Context: an optimization exercise on an open-source flow, tuned for small area. The choices shown serve that exercise and are no tape-out recipe. At most, simulation tests tie the RTL to the original design; equivalence was not proved. No activity file was given, so power comes from the tool's default toggle rates.

Setup of run 5:
==> module ChangingLED, before the edit <==
module ChangingLED (
    input clk_24M,
    input rst,           
    output wire led_r,
    output wire led_g,
    output wire led_b,
    input wire btn_a_i,
    input wire btn_b_i
);
reg [1:0] ph;
always @(posedge clk_24M) begin
    if (rst) ph <= 2'b00;
    else     ph <= {ph[0], ~ph[1]};
end
wire tick = ~ph[1] & ph[0];
reg [6:0] a;
reg [2:0] b;
wire aEnd = a[6] & a[5] & a[1] & a[0];           
wire [6:0] aT = {&a[5:0], &a[4:0], &a[3:0], &a[2:0], &a[1:0], a[0], 1'b1};
always @(posedge clk_24M) begin
    if (rst) begin
        a <= 7'd0;
        b <= 3'd0;
    end else if (tick) begin
        a <= aEnd ? 7'd0 : a ^ aT;
        if (aEnd) b <= b[2] ? 3'd0 : {b[1] & b[0], b[1] ^ b[0], ~b[0]};
    end
end
wire slow = tick & ((a == 7'd62 && b == 3'd0) || (a == 7'd87 && b == 3'd1) ||
                    (a == 7'd12 && b == 3'd3) || (a == 7'd37 && b == 3'd4));
reg [3:0] sr;
reg [9:0] cnt;       
reg       btn;       
wire dirB = sr[0];
wire cntTop = (&cnt[9:5]) & (&cnt[2:0]);         
wire cntBot = ~(|cnt);
wire cntDone = dirB ? cntTop : cntBot;
wire stable = (&sr) | ~(|sr);
wire [9:0] cx = dirB ? cnt : ~cnt;
wire [9:0] cT = {&cx[8:0], &cx[7:0], &cx[6:0], &cx[5:0], &cx[4:0], &cx[3:0], &cx[2:0], &cx[1:0], cx[0], 1'b1};
always @(posedge clk_24M) begin
    if (rst) begin
        sr  <= 4'b1111;
        cnt <= 10'd999;
        btn <= 1'b1;
    end else if (tick) begin
        sr <= {sr[2:0], btn_b_i};
        if (!cntDone) cnt <= cnt ^ cT;
        if (cntDone && stable) btn <= dirB;
    end
end
reg [2:0] bin;
wire [2:0] gray = {bin[2], bin[2:1] ^ bin[1:0]};
wire [2:0] jsel = bin[0] ? 3'b001 : bin[1] ? 3'b010 : 3'b100;
wire xIn = |(jsel & gray);
wire yUsed = bin[2] | bin[1];
reg [5:0] rx, ry;
wire dirX = btn & xIn;
wire dirY = btn;
wire dX = dirX ? (rx[5] & rx[4] & rx[1]) : ~(|rx);
wire dY = dirY ? (ry[5] & ry[4] & ry[1]) : ~(|ry);
wire [5:0] xx = dirX ? rx : ~rx;
wire [5:0] xy = dirY ? ry : ~ry;
wire [5:0] tx = {&xx[4:0], &xx[3:0], &xx[2:0], &xx[1:0], xx[0], 1'b1};
wire [5:0] ty = {&xy[4:0], &xy[3:0], &xy[2:0], &xy[1:0], xy[0], 1'b1};
wire step = btn & dX & (dY | ~yUsed);
wire [2:0] nbin = bin ^ {bin[1] & bin[0], bin[0], 1'b1};
wire nxIn = (nbin == 3'd1) | (nbin == 3'd2) | (nbin == 3'd4) | (nbin == 3'd5);
always @(posedge clk_24M) begin
    if (rst) begin
        rx <= 6'd0;
        ry <= 6'd0;
        bin <= 3'd0;
    end else if (slow) begin
        if (step) begin
            bin <= nbin;
            rx <= nxIn ? 6'd0 : 6'd50;
            ry <= 6'd50;
        end else begin
            if (!dX) rx <= rx ^ tx;
            if (!dY) ry <= ry ^ ty;
        end
    end
end
wire [5:0] lx, ly;
assign lx[0] = ~a[0] & rx[0];
assign ly[0] = ~a[0] & ry[0];
genvar i;
generate
    for (i = 1; i < 6; i = i + 1) begin : cmp
        assign lx[i] = (~a[i] & rx[i]) | (~a[i] & lx[i-1]) | (rx[i] & lx[i-1]);
        assign ly[i] = (~a[i] & ry[i]) | (~a[i] & ly[i-1]) | (ry[i] & ly[i-1]);
    end
endgenerate
wire px = ~a[6] & lx[5];
wire py = ~a[6] & ly[5];
reg [2:0] pwm;
always @(posedge clk_24M) begin
    if (rst) pwm <= 3'b000;
    else if (tick) pwm <= (jsel & {3{px}}) | (~jsel & gray & {3{py}});
end
assign led_r = ~pwm[2];
assign led_g = ~pwm[1];
assign led_b = ~pwm[0];
endmodule
==> flow/config.mk <==
export PLATFORM = sky130hd
export DESIGN_NAME = ChangingLED
export DESIGN_NICKNAME = ChangingLED
export VERILOG_FILES = /design/flow/design.v
export SDC_FILE = /design/flow/constraint.sdc
export NUM_CORES = 4
export LEC_CHECK = 0
export CAP_MARGIN = 20
export CORE_MARGIN = 2
export CORE_UTILIZATION = 40
export SLEW_MARGIN = 20
==> flow/constraint.sdc <==
create_clock -name core_clock -period 20.0 [get_ports {clk_24M}]
set_input_delay 4.0000 -clock core_clock [delete_from_list [all_inputs] [get_ports {clk_24M}]]
set_output_delay 4.0000 -clock core_clock [all_outputs]
set_load 0.01 [all_outputs]
run.sh (not shown) runs the stock make flow with config.mk's settings and CLKGATE_MAP_FILE= SYNTH_SCRIPT=/design/flow/synth_recipe.tcl, a recipe that flattens the netlist after the stock synthesis.
Setup changes, run 5 to run 3
==> flow/design.v <==
module ChangingLED (
    input clk_24M,
    input rst,           
    output wire led_r,
    output wire led_g,
    output wire led_b,
    input wire btn_a_i,
    input wire btn_b_i
);
reg [8:0] A;
wire [6:0] a = A[8:2];
wire tick = A[1] & A[0];
wire aEnd = A[8] & A[7] & A[3] & A[2] & tick;    
wire [8:0] AT = {&A[7:0], &A[6:0], &A[5:0], &A[4:0], &A[3:0], &A[2:0], &A[1:0], A[0], 1'b1};
always @(posedge clk_24M) begin
    if (rst)       A <= 9'd2;
    else if (aEnd) A <= 9'd0;
    else           A <= A ^ AT;
end
wire m = (a[5] & ~a[4] & ~a[3] & a[2] & ~a[1] & a[0]) |           
         (a[5] & a[4] & a[3] & a[2] & a[1] & ~a[0]) |             
         (a[6] & a[4] & ~a[3] & a[2] & a[1] & a[0]) |             
         (~a[6] & ~a[5] & ~a[4] & a[3] & a[2] & ~a[1] & ~a[0]);   
reg [2:0] c;
always @(posedge clk_24M) begin
    if (rst)           c <= 3'b000;
    else if (tick & m) c <= {c[1], c[0], ~c[2] & ~c[1]};
end
wire slow = tick & m & c[1] & c[0];
reg [3:0] sr;
reg [9:0] cnt;
reg       btn;       
wire dirB = sr[0];
wire cntTop = ~cnt[0] & ~cnt[2] & ~cnt[3] & cnt[4] & ~cnt[5] & ~cnt[6] & ~cnt[8] & ~cnt[9];   
wire cntBot = ~cnt[0] & ~cnt[2] & ~cnt[3] & ~cnt[4] & ~cnt[6] & ~cnt[7] & cnt[8] & ~cnt[9];   
wire cntDone = dirB ? cntTop : cntBot;
wire stable = (&sr) | ~(|sr);
wire [9:0] cntUp = {cnt[8:0], cnt[9] ^ cnt[6]};
wire [9:0] cntDn = {cnt[0] ^ cnt[7], cnt[9:1]};
always @(posedge clk_24M) begin
    if (rst) begin
        sr  <= 4'b1111;
        cnt <= 10'h092;      
        btn <= 1'b1;
    end else if (tick) begin
        sr <= {sr[2:0], btn_b_i};
        if (!cntDone) cnt <= dirB ? cntUp : cntDn;
        if (cntDone && stable) btn <= dirB;
    end
end
reg [2:0] bin;
wire [2:0] gray = {bin[2], bin[2:1] ^ bin[1:0]};
wire [2:0] jsel = bin[0] ? 3'b001 : bin[1] ? 3'b010 : 3'b100;
wire xIn = |(jsel & gray);
wire yUsed = bin[2] | bin[1];
reg [5:0] rx, ry;
wire dirX = btn & xIn;
wire dirY = btn;
wire dX = dirX ? (rx[5] & rx[4] & rx[1]) : ~(|rx);
wire dY = dirY ? (ry[5] & ry[4] & ry[1]) : ~(|ry);
wire [5:0] xx = dirX ? rx : ~rx;
wire [5:0] xy = dirY ? ry : ~ry;
wire [5:0] tx = {&xx[4:0], &xx[3:0], &xx[2:0], &xx[1:0], xx[0], 1'b1};
wire [5:0] ty = {&xy[4:0], &xy[3:0], &xy[2:0], &xy[1:0], xy[0], 1'b1};
wire step = btn & dX & (dY | ~yUsed);
wire [2:0] nbin = bin ^ {bin[1] & bin[0], bin[0], 1'b1};
wire nxIn = (nbin == 3'd1) | (nbin == 3'd2) | (nbin == 3'd4) | (nbin == 3'd5);
always @(posedge clk_24M) begin
    if (rst) begin
        rx <= 6'd0;
        ry <= 6'd0;
        bin <= 3'd0;
    end else if (slow) begin
        if (step) begin
            bin <= nbin;
            rx <= nxIn ? 6'd0 : 6'd50;
            ry <= 6'd50;
        end else begin
            if (!dX) rx <= rx ^ tx;
            if (!dY) ry <= ry ^ ty;
        end
    end
end
wire [5:0] lx, ly;
assign lx[0] = ~a[0] & rx[0];
assign ly[0] = ~a[0] & ry[0];
genvar i;
generate
    for (i = 1; i < 6; i = i + 1) begin : cmp
        assign lx[i] = (~a[i] & rx[i]) | (~a[i] & lx[i-1]) | (rx[i] & lx[i-1]);
        assign ly[i] = (~a[i] & ry[i]) | (~a[i] & ly[i-1]) | (ry[i] & ly[i-1]);
    end
endgenerate
wire px = ~a[6] & lx[5];
wire py = ~a[6] & ly[5];
reg [2:0] pwm;
always @(posedge clk_24M) begin
    if (rst) pwm <= 3'b000;
    else if (tick) pwm <= (jsel & {3{px}}) | (~jsel & gray & {3{py}});
end
assign led_r = ~pwm[2];
assign led_g = ~pwm[1];
assign led_b = ~pwm[0];
endmodule
==> comparison <==
- Summary: number of vias in the routed layout, run 3 better than run 5
- Final area sits lower in run 3 than in run 5.
- Power density relative to cell area (run 3 vs. run 5) increases by more than 10%
- Row post-synthesis simple-gate area fraction: run 3 lower / run 5 higher
- Looking at sequential portion of the cell area, run 3 sits 2.3 points above run 5.
- Compared with run 5, in run 3 core utilization essentially unchanged; post-route total power increased 11%; leakage power summed over all cells decreased 11%.
- Cmp run 3 vs run 5: number of distinct library cell variants in the gate-level netlist after synthesis higher in run 3
- No stage failed in run 3, and the final checks on the layout all came back clean.
- Run 3 vs run 5, routed wire length went down by 10%.
- Relative to run 5, the final worst setup slack of run 3 is higher by 160 ps.
- The hold slack reported for run 3 is smaller than that of run 5 by 13 ps.
For run 3, only the layout was checked, not whether the RTL still works.

separate check: timing with driven ports:
Ports are ideal in the flow. The routed layouts listed here were re-timed in OpenROAD.
Step 1: set_driving_cell puts a clkbuf_16 on clk_24M and a buf_2 on each other input, an assumption about the parent block.
Step 2 adds t to the input delays and takes it off the output delays; t is the mean of the earliest and latest rising clock arrival at the registers after step 1. Input paths then give back, and output paths get back, about the clock's delay inside the block.
Three values: ideal, step 1, step 2; two values: the first two.
run	t (ns)	slack for setup (ns)	latest minus earliest clock arrival (ns)	slew at the worst register clock pin (ns)
run 5	0.322	14.615 / 14.623 / 14.301	0.006 / 0.006	0.09 / 0.09
run 3	0.332	14.772 / 14.745 / 14.654	0.010 / 0.011	0.09 / 0.09
After both steps every run listed still meets setup and hold. The setup slack of run 5, which loses most, moves by +0.008 ns with the drivers and by -0.314 ns with both steps.
